Source: an optimization exercise on an open RTL-to-GDS flow (aim: small area, a short achievable clock period and few clock cycles). Production flows keep margins and buffers that such runs may drop.
At most, simulation tests tie the RTL to the original design; equivalence was not proved.
No activity file was given, so power comes from the tool's default toggle rates.

Setup of run 1:
Design task3, start of the top module:
module task3(
    input [2:0] opcode,
    output reg done,
    output reg [23:0] out,
    input [7:0] in2,
    input [7:0] in1,
    input [7:0] in0,
    input clk,
    input rst
    );
For scale: about 900 cells after synthesis, ~36 flip-flops, about 54 I/O pins, ~0.0061 mm^2 of cells after synthesis.
export LEC_CHECK = 0
export ABC_AREA = 1
export CAP_MARGIN = 20
export CORE_MARGIN = 2
export CORE_UTILIZATION = 70
export CTS_BUF_LIST = sky130_fd_sc_hd__clkbuf_4 sky130_fd_sc_hd__clkbuf_8
export SLEW_MARGIN = 20
create_clock -name core_clock -period 12.0 [get_ports {clk}]
standard.sh (not shown) runs the stock make flow with config.mk's settings and CLKGATE_MAP_FILE= SYNTH_SCRIPT=/design/flow/synth_recipe.tcl, a recipe that flattens the netlist after the stock synthesis.
==> flow/flow/run.sh <==
#!/bin/bash
set -euo pipefail
cd "$(dirname "$0")/.."
bash standard.sh finish \
  SETUP_SLACK_MARGIN=6 \
  "BUFFER_PORTS_ARGS=-buffer_cell sky130_fd_sc_hd__buf_1" \
  > run_standard.log 2>&1
Testbench counts of run 1, summed over its fixed seeds: cycles 21,090.
Inputs modified between run 1 and run 2:
Settings: CORE_UTILIZATION changed from 70 to 40; ABC_AREA removed (was 1); CTS_BUF_LIST removed (was sky130_fd_sc_hd__clkbuf_4 sky130_fd_sc_hd__clkbuf_8); ABC_CLOCK_PERIOD_IN_PS newly set to 3000.
Results
Run 2 has instance count of the mapped netlist below what run 1 had. Comparing run 2 and run 1, clock period minus worst slack is lower on run 1. Run 2 vs run 1 — final layout net count dropped 235. Detailed-route wire length is lower on run 2.
Here is what was changed in the inputs of run 3 compared with run 2.
Settings: setting CTS_BUF_LIST to sky130_fd_sc_hd__clkbuf_4 sky130_fd_sc_hd__clkbuf_8 for the first time; changing CORE_UTILIZATION from 40 to 70.
==> flow/flow/run.sh <==
#!/bin/bash
set -euo pipefail
cd "$(dirname "$0")/.."
bash standard.sh finish \
  SETUP_SLACK_MARGIN=6.5 \
  "BUFFER_PORTS_ARGS=-buffer_cell sky130_fd_sc_hd__buf_1" \
  > run_standard.log 2>&1
--- outcome ---
Looking at the reports, run 3 completed the entire flow and the layout it produced met the timing, design-rule and antenna checks. Changes observed in run 3 relative to run 2: transition time at the pin with the least slew margin grew by 0.054 ns; via count grew by about 6%; fraction of area in registers shrank by 0.49 points; area added between synthesis and finish grew by 3.8 points. The maximum fanout count along the critical path number comes out higher for run 2 vs run 3.
Input-level comparison between run 4 and run 3:
Settings: setting ABC_AREA to 1 for the first time; removing ABC_CLOCK_PERIOD_IN_PS (formerly 3000).
In the tables for run 4 and run 3, number of cells on the critical path reads lower with run 4. The final critical-path share of the clock period in run 4 sits 2.1 points below the value recorded for run 3. From run 3 to run 4 the numbers moved as follows: number of cells on the worst hold path fell 1; layout overhead on the synthesized area went down by 5.2 points.

Another version of the RTL of task3 (not shown whole).
Size: about 570 cells after synthesis, about 28 flip-flops.
Settings: LEC_CHECK=0, CAP_MARGIN=20, CORE_MARGIN=2, CORE_UTILIZATION=40, SLEW_MARGIN=20; clock period 12.0 ns.
run.sh (not shown) runs the stock make flow with config.mk's settings and CLKGATE_MAP_FILE= SYNTH_SCRIPT=/design/flow/synth_recipe.tcl, a recipe that flattens the netlist after the stock synthesis.
Stock flow here: none of the scripts above is used.
The starting point produced a clean layout.
Change:
==> flow/flow/run.sh (new file) <==
#!/bin/bash
set -euo pipefail
cd "$(dirname "$0")/.."
bash standard.sh finish \
  SETUP_SLACK_MARGIN=7 \
  "BUFFER_PORTS_ARGS=-buffer_cell sky130_fd_sc_hd__buf_1" \
  > run_standard.log 2>&1
==> flow/standard.sh (new file) <==
#!/bin/bash
# synth_recipe.tcl (not shown) runs the flow's synth.tcl, then flattens the netlist and writes it again
# the make line also repeats each setting of config.mk as NAME=value (left out here)
make -C /OpenROAD-flow-scripts/flow DESIGN_CONFIG=/design/flow/config.mk WORK_HOME=/design/flow/orfs CLKGATE_MAP_FILE= SYNTH_SCRIPT=/design/flow/synth_recipe.tcl "${@:-finish}"
--- a/flow/config.mk
+++ b/flow/config.mk
@@ -6,4 +6,5 @@
 export NUM_CORES = 4
 export LEC_CHECK = 0
+export ABC_CLOCK_PERIOD_IN_PS = 3000
 export CAP_MARGIN = 20
 export CORE_MARGIN = 2
removed: flow/run.sh
After rerunning: Wire length went up by a little under a tenth. Die area stays the same. Global-route usage went up by 0.62 points. Count of clock-buffer cells in the layout went down by 1. Total power went up by well over a third. Sequential power hardly moves. Worst setup slack improved by 1400 ps.
Change:
==> flow/run.sh (new file) <==
#!/bin/bash
# synth_recipe.tcl (not shown) runs the flow's synth.tcl, then flattens the netlist and writes it again
# the make line also repeats each setting of config.mk as NAME=value (left out here)
make -C /OpenROAD-flow-scripts/flow DESIGN_CONFIG=/design/flow/config.mk WORK_HOME=/design/flow/orfs CLKGATE_MAP_FILE= SYNTH_SCRIPT=/design/flow/synth_recipe.tcl finish
--- a/flow/config.mk
+++ b/flow/config.mk
@@ -10,3 +10,4 @@
 export CORE_MARGIN = 2
 export CORE_UTILIZATION = 40
+export SETUP_SLACK_MARGIN = 5
 export SLEW_MARGIN = 20
removed: flow/flow/run.sh
removed: flow/standard.sh
After rerunning: Flip-flop and latch count is unchanged. Worst hold slack loses 6.8 ps. Core utilization falls by 2.2 points. Setup slack loses 220 ps. Synthesized cell count stays the same. Non-clock buffer count falls by 19. Power is lower by 19%. Count of clock-buffer cells in the layout stays the same. Synthesized area stays the same.
No functional check of the RTL was part of any run of this note.

run A:
task3 with an RTL version that a note above also has.
Size in the first run: about 36 flip-flops, about 5800 µm² of cells after synthesis.
clock: 12.0 ns
lec_check: 0
abc_clock_period_in_ps: 3000
cap_margin: 20
core_margin: 2
core_utilization: 70
cts_buf_list: sky130_fd_sc_hd__clkbuf_4 sky130_fd_sc_hd__clkbuf_8
slew_margin: 20
standard.sh (not shown) runs the stock make flow with config.mk's settings and CLKGATE_MAP_FILE= SYNTH_SCRIPT=/design/flow/synth_recipe.tcl, a recipe that flattens the netlist after the stock synthesis.
==> flow/flow/run.sh <==
#!/bin/bash
set -euo pipefail
cd "$(dirname "$0")/.."
bash standard.sh finish \
  SETUP_SLACK_MARGIN=6 \
  "BUFFER_PORTS_ARGS=-buffer_cell sky130_fd_sc_hd__buf_1" \
  > run_standard.log 2>&1
Testbench counts of run A, summed over its fixed seeds: cycles 21,090.
Here is what was changed in the inputs of run B compared with run A.
Settings: clearing ABC_CLOCK_PERIOD_IN_PS, which used to be 3000; putting ABC_AREA at 1 where nothing was set.
-- flow/flow/run.sh --
<<< run A, line 5
  SETUP_SLACK_MARGIN=6 \
>>> run B, line 5
  SETUP_SLACK_MARGIN=6.8 \
Run B vs. run A: cell count along the critical path went up by 4.
Compared run B vs run A, and height of the die is up in run B.
Taking run A as the reference point, the die area of run B rises by about 4%.
Summary — global-route met3 utilization, run B relative to run A: lower, by 1.7 points.
The clock buffer instance count of the final layout number comes out higher for run A vs run B.
Growth of design area from synthesis to finish on run B is up relative to run A.
Routed length on met2 up 1100 µm in run B wrt run A
Instance count after placement with tap cells included in run B is 235 above run A.
From run A to run B the numbers moved as follows: proportion of power drawn by combinational gates went up by 4.7 points, final cycle utilization of the critical path went down by 5.9 points.
#### Input delta (run C over run B)
-- flow/flow/run.sh --
<<< run B, line 5
  SETUP_SLACK_MARGIN=6.8 \
>>> run C, line 5
  SETUP_SLACK_MARGIN=7 \
- In run C relative to run B, wire length of the first global-routing pass had gone up slightly.
- Run C vs run B, critical path depth went down by 4.
- Lower met1 layer wirelength in the final routing among run C and run B: run B
- Compared with run B, in run C count of non-filler cells in the finished layout +24, peak supply drop now smaller, relative contribution of sequential cells to total power now smaller.

Setup of red:
task3, a different RTL version from the one above (not shown whole).
Size in the first run: ~740 cells after synthesis, roughly 50 flip-flops, about 54 I/O pins.
export LEC_CHECK = 0
export CAP_MARGIN = 20
export CORE_MARGIN = 2
export CORE_UTILIZATION = 70
export CTS_BUF_LIST = sky130_fd_sc_hd__clkbuf_4 sky130_fd_sc_hd__clkbuf_8
export SLEW_MARGIN = 20
create_clock -name core_clock -period 12.0 [get_ports {clk}]
==> flow/flow/run.sh <==
#!/bin/bash
set -euo pipefail
cd "$(dirname "$0")/.."
bash standard.sh finish \
  SETUP_SLACK_MARGIN=7.2 \
  "BUFFER_PORTS_ARGS=-buffer_cell sky130_fd_sc_hd__buf_1" \
  > run_standard.log 2>&1
red completed every stage of the flow, and the final layout passed the timing, design-rule and antenna checks.
Testbench counts of red, summed over its fixed seeds: cycles 21,090.
The inputs of blue differ from those of red as listed below.
Settings: setting ABC_AREA to 1 for the first time.
--- a/flow/flow/run.sh
+++ b/flow/flow/run.sh
@@ -5 +5 @@
-  SETUP_SLACK_MARGIN=7.2 \
+  SETUP_SLACK_MARGIN=7.4 \
## What came out
For sequential power, red and blue come out practically identical. blue vs red: total routing resource utilization after global routing down. Cell count (higher): blue. Clock distribution area overhead in the final layout delta (blue -> red): insignificant. Diff red -> blue: maximum fanout along the worst path shrank by 1; via count grew by about 13%; power grew by 2.4%. blue vs. red: utilization of the core after routing went down by 1.8 points.
Input changes introduced in green (baseline for comparison: blue):
--- a/flow/flow/run.sh
+++ b/flow/flow/run.sh
@@ -5 +5 @@
-  SETUP_SLACK_MARGIN=7.4 \
+  SETUP_SLACK_MARGIN=7.2 \
==> run summary <==
- blue and green ended up with nearly the same share of final layout cell area taken by clock buffers and inverters.
- Cmp blue and green / number of standard cells in the layout, taps in and fillers out / higher: blue
- Arrival time at the worst endpoint: blue and green compared, higher one is green
- [green] static leakage fell 2.4% relative to blue
- green vs blue, smallest hold slack went down by 8.1 ps.

Setup of the baseline:
Another version of the RTL of task3 (not shown whole).
For scale: ~680 cells after synthesis, about 27 flip-flops, ~54 I/O pins, about 5700 um^2 of cells after synthesis.
clock: 12.0 ns
lec_check: 0
abc_clock_period_in_ps: 3000
cap_margin: 20
core_margin: 2
core_utilization: 40
slew_margin: 20
==> flow/flow/run.sh <==
#!/bin/bash
set -euo pipefail
cd "$(dirname "$0")/.."
bash standard.sh finish \
  SETUP_SLACK_MARGIN=6.5 \
  "BUFFER_PORTS_ARGS=-buffer_cell sky130_fd_sc_hd__buf_1" \
  > run_standard.log 2>&1
Modified inputs, the candidate compared to the baseline
# the baseline
export LEC_CHECK = 0
export ABC_CLOCK_PERIOD_IN_PS = 3000
export CAP_MARGIN = 20
export CORE_MARGIN = 2
export CORE_UTILIZATION = 40
export SLEW_MARGIN = 20
create_clock -name core_clock -period 12.0 [get_ports {clk}]
# the candidate
export LEC_CHECK = 0
export ABC_CLOCK_PERIOD_IN_PS = 3000
export CAP_MARGIN = 20
export CORE_MARGIN = 2
export CORE_UTILIZATION = 40
export SETUP_SLACK_MARGIN = 5
export SLEW_MARGIN = 20
create_clock -name core_clock -period 12.0 [get_ports {clk}]
==> flow/run.sh (new file) <==
#!/bin/bash
# synth_recipe.tcl (not shown) runs the flow's synth.tcl, then flattens the netlist and writes it again
# the make line also repeats each setting of config.mk as NAME=value (left out here)
make -C /OpenROAD-flow-scripts/flow DESIGN_CONFIG=/design/flow/config.mk WORK_HOME=/design/flow/orfs CLKGATE_MAP_FILE= SYNTH_SCRIPT=/design/flow/synth_recipe.tcl finish
removed: flow/flow/run.sh
removed: flow/standard.sh
--- outcome ---
- Compared with the baseline, the candidate shows a lower path length in cells of the critical path.
- Reported for the candidate and the baseline, number of endpoints failing setup at the final stage turned out identical to the last digit.
- Compared with the baseline, the candidate has less setup slack.
- Diff the baseline -> the candidate: share of the clock period used by the worst path climbed 0.60 points, placed cell area saw an increase, wire length decreased by 840 um relative to the old numbers, combinational share of power down 4.4 points.
No run of this note included a check of the RTL's function; only the layout flow was run.

Another version of the RTL of task3 (not shown whole).
Size: ~810 cells after synthesis, about 50 flip-flops, ~54 I/O pins, roughly 0.0062 mm² of cells after synthesis.
Design task3, start of the top module:
module task3(
    input [2:0] opcode,
    output reg done,
    output [23:0] out,
    input [7:0] in2,
    input [7:0] in1,
    input [7:0] in0,
    input clk,
    input rst
    );
    function [10:0] fx; input [3:0] v;
        case (v)
            4'd0: fx = 11'd0;
            4'd1: fx = 11'd13;
            4'd2: fx = 11'd36;
            4'd3: fx = 11'd69;
            4'd4: fx = 11'd112;
            4'd5: fx = 11'd165;
            4'd6: fx = 11'd228;
            4'd7: fx = 11'd301;
            4'd8: fx = 11'd384;
            4'd9: fx = 11'd477;
            4'd10: fx = 11'd580;
            4'd11: fx = 11'd693;
            4'd12: fx = 11'd816;
            4'd13: fx = 11'd949;
            4'd14: fx = 11'd1092;
            4'd15: fx = 11'd1245;
        endcase
    endfunction
    function [9:0] gy; input [3:0] v;
        case (v)
            4'd0: gy = 10'd0;
            4'd1: gy = 10'd1;
            4'd2: gy = 10'd10;
            4'd3: gy = 10'd27;
            4'd4: gy = 10'd52;
            4'd5: gy = 10'd85;
            4'd6: gy = 10'd126;
            4'd7: gy = 10'd175;
            4'd8: gy = 10'd232;
            4'd9: gy = 10'd297;
            4'd10: gy = 10'd370;
            4'd11: gy = 10'd451;
            4'd12: gy = 10'd540;
            4'd13: gy = 10'd637;
            4'd14: gy = 10'd742;
            4'd15: gy = 10'd855;
        endcase
    endfunction
    function [10:0] fz; input [3:0] v;
        case (v)
            4'd0: fz = 11'd13;
            4'd1: fz = 11'd17;
            4'd2: fz = 11'd33;
            4'd3: fz = 11'd61;
            4'd4: fz = 11'd101;
            4'd5: fz = 11'd153;
            4'd6: fz = 11'd217;
            4'd7: fz = 11'd293;
            4'd8: fz = 11'd381;
            4'd9: fz = 11'd481;
            4'd10: fz = 11'd593;
            4'd11: fz = 11'd717;
            4'd12: fz = 11'd853;
            4'd13: fz = 11'd1001;
            4'd14: fz = 11'd1161;
            4'd15: fz = 11'd1333;
        endcase
    endfunction
    reg k1, k2, k3;      
    reg [7:0] areg;      
    reg [23:0] oreg;     
    reg [12:0] creg;     
    reg e6, e5;          
    wire [12:0] pre_gi = oreg[12:0] & creg;
    wire [12:0] pre_pi = oreg[12:0] ^ creg;
    wire pre_g0_0 = pre_gi[0];
    wire pre_p0_0 = pre_pi[0];
    wire pre_g0_1 = pre_gi[1];
  ...
clock: 12.0 ns
lec_check: 0
abc_area: 1
cap_margin: 20
core_margin: 2
core_utilization: 60
cts_buf_list: sky130_fd_sc_hd__clkbuf_4 sky130_fd_sc_hd__clkbuf_8
slew_margin: 20
==> flow/flow/run.sh <==
#!/bin/bash
set -euo pipefail
cd "$(dirname "$0")/.."
bash standard.sh finish \
  SETUP_SLACK_MARGIN=7.2 \
  "BUFFER_PORTS_ARGS=-buffer_cell sky130_fd_sc_hd__buf_1" \
  > run_standard.log 2>&1
Testbench counts at the start, summed over its fixed seeds: cycles 21,090.
Next try:
--- a/flow/config.mk
+++ b/flow/config.mk
@@ -7,7 +7,7 @@
 export LEC_CHECK = 0
 export ABC_AREA = 1
-export CAP_MARGIN = 20
+export CAP_MARGIN = 0
 export CORE_MARGIN = 2
-export CORE_UTILIZATION = 60
+export CORE_UTILIZATION = 70
 export CTS_BUF_LIST = sky130_fd_sc_hd__clkbuf_4 sky130_fd_sc_hd__clkbuf_8
-export SLEW_MARGIN = 20
+export SLEW_MARGIN = 0
The new run produced a clean layout.
Wire length came out lower by 2.1%.
Via count came out higher by 0.41%.
Clock power increases by about 10%.
Worst setup slack gains 0.054 ns.
Final area shrinks by 2.6%.
Next try:
==> flow/flow/run.sh (replaced) <==
#!/bin/bash
set -euo pipefail
cd "$(dirname "$0")/.."
bash standard.sh finish \
  SETUP_SLACK_MARGIN=7.3 \
  "BUFFER_PORTS_ARGS=-buffer_cell sky130_fd_sc_hd__buf_1" \
  > run_standard.log 2>&1
--- a/flow/config.mk
+++ b/flow/config.mk
@@ -7,7 +7,7 @@
 export LEC_CHECK = 0
 export ABC_AREA = 1
-export CAP_MARGIN = 0
+export CAP_MARGIN = 20
 export CORE_MARGIN = 2
 export CORE_UTILIZATION = 70
 export CTS_BUF_LIST = sky130_fd_sc_hd__clkbuf_4 sky130_fd_sc_hd__clkbuf_8
-export SLEW_MARGIN = 0
+export SLEW_MARGIN = 20
After rerunning: Worst setup slack improves by 0.014 ns; non-clock buffer count goes up by 3; sequential power is about the same; count of clock-buffer cells in the layout does not change.
Next try:
==> flow/flow/run.sh (replaced) <==
#!/bin/bash
set -euo pipefail
cd "$(dirname "$0")/.."
bash standard.sh finish \
  SETUP_SLACK_MARGIN=7.2 \
  "BUFFER_PORTS_ARGS=-buffer_cell sky130_fd_sc_hd__buf_1" \
  > run_standard.log 2>&1
--- a/flow/config.mk
+++ b/flow/config.mk
@@ -11,3 +11,4 @@
 export CORE_UTILIZATION = 70
 export CTS_BUF_LIST = sky130_fd_sc_hd__clkbuf_4 sky130_fd_sc_hd__clkbuf_8
+export PLACE_DENSITY = 0.9
 export SLEW_MARGIN = 20
What happened: The changed run produced a clean layout. Total power goes down by about 3%. First-iteration DRC count goes up by 16%. Worst hold slack hardly moves. Setup slack degrades by 0.14 ns.

## afterwards: timing with drivers on the ports
Ports are ideal in the flow. The routed layouts listed here were re-timed in OpenROAD. Step 1 sets driving cells, clkbuf_16 on the clock port and buf_2 on the other inputs (assumed; they add their load-dependent delay and slew). Step 2 also shifts input and output timing later by t, the mid clock arrival at the registers, as if the neighbouring blocks saw the same clock. a / b / c = ideal ports / drivers / drivers and shift; a / b = the first two.
run | t, ns | setup slack, ns | latest minus earliest clock arrival (ns)
run 1 | 0.317 | 6.329 / 6.336 / 6.019 | 0.010 / 0.010
run 2 | 0.310 | 6.133 / 6.148 / 5.837 | 0.010 / 0.011
run 3 | 0.329 | 6.434 / 6.387 / 6.058 | 0.011 / 0.010
run 4 | 0.321 | 6.680 / 6.684 / 6.363 | 0.010 / 0.009
the first run of note 2 | 0.301 | 3.955 / 3.950 / 3.649 | 0.006 / 0.006
the second run of note 2 | 0.295 | 5.317 / 5.288 / 4.992 | 0.003 / 0.003
the third run of note 2 | 0.300 | 5.097 / 5.082 / 4.782 | 0.002 / 0.002
run A | 0.314 | 6.170 / 6.176 / 5.863 | 0.007 / 0.007
run B | 0.317 | 6.875 / 6.880 / 6.563 | 0.008 / 0.008
run C | 0.317 | 6.684 / 6.692 / 6.375 | 0.005 / 0.005
red | 0.329 | 6.956 / 6.925 / 7.076 | 0.013 / 0.013
blue | 0.347 | 7.269 / 7.237 / 7.215 | 0.009 / 0.009
green | 0.342 | 7.244 / 7.213 / 7.046 | 0.011 / 0.010
the baseline | 0.300 | 5.206 / 5.210 / 4.910 | 0.013 / 0.013
the candidate | 0.292 | 5.134 / 5.115 / 4.823 | 0.006 / 0.005
the first run of note 6 | 0.365 | 7.248 / 7.212 / 7.024 | 0.017 / 0.017
the second run of note 6 | 0.335 | 7.302 / 7.270 / 7.074 | 0.020 / 0.020
the third run of note 6 | 0.339 | 7.316 / 7.282 / 7.085 | 0.021 / 0.021
the fourth run of note 6 | 0.331 | 7.181 / 7.151 / 7.173 | 0.014 / 0.014
After both steps setup and hold are still met in every run listed. For run 3, which loses most, drivers alone change the setup slack by -0.047 ns; drivers and shift together by -0.376 ns.
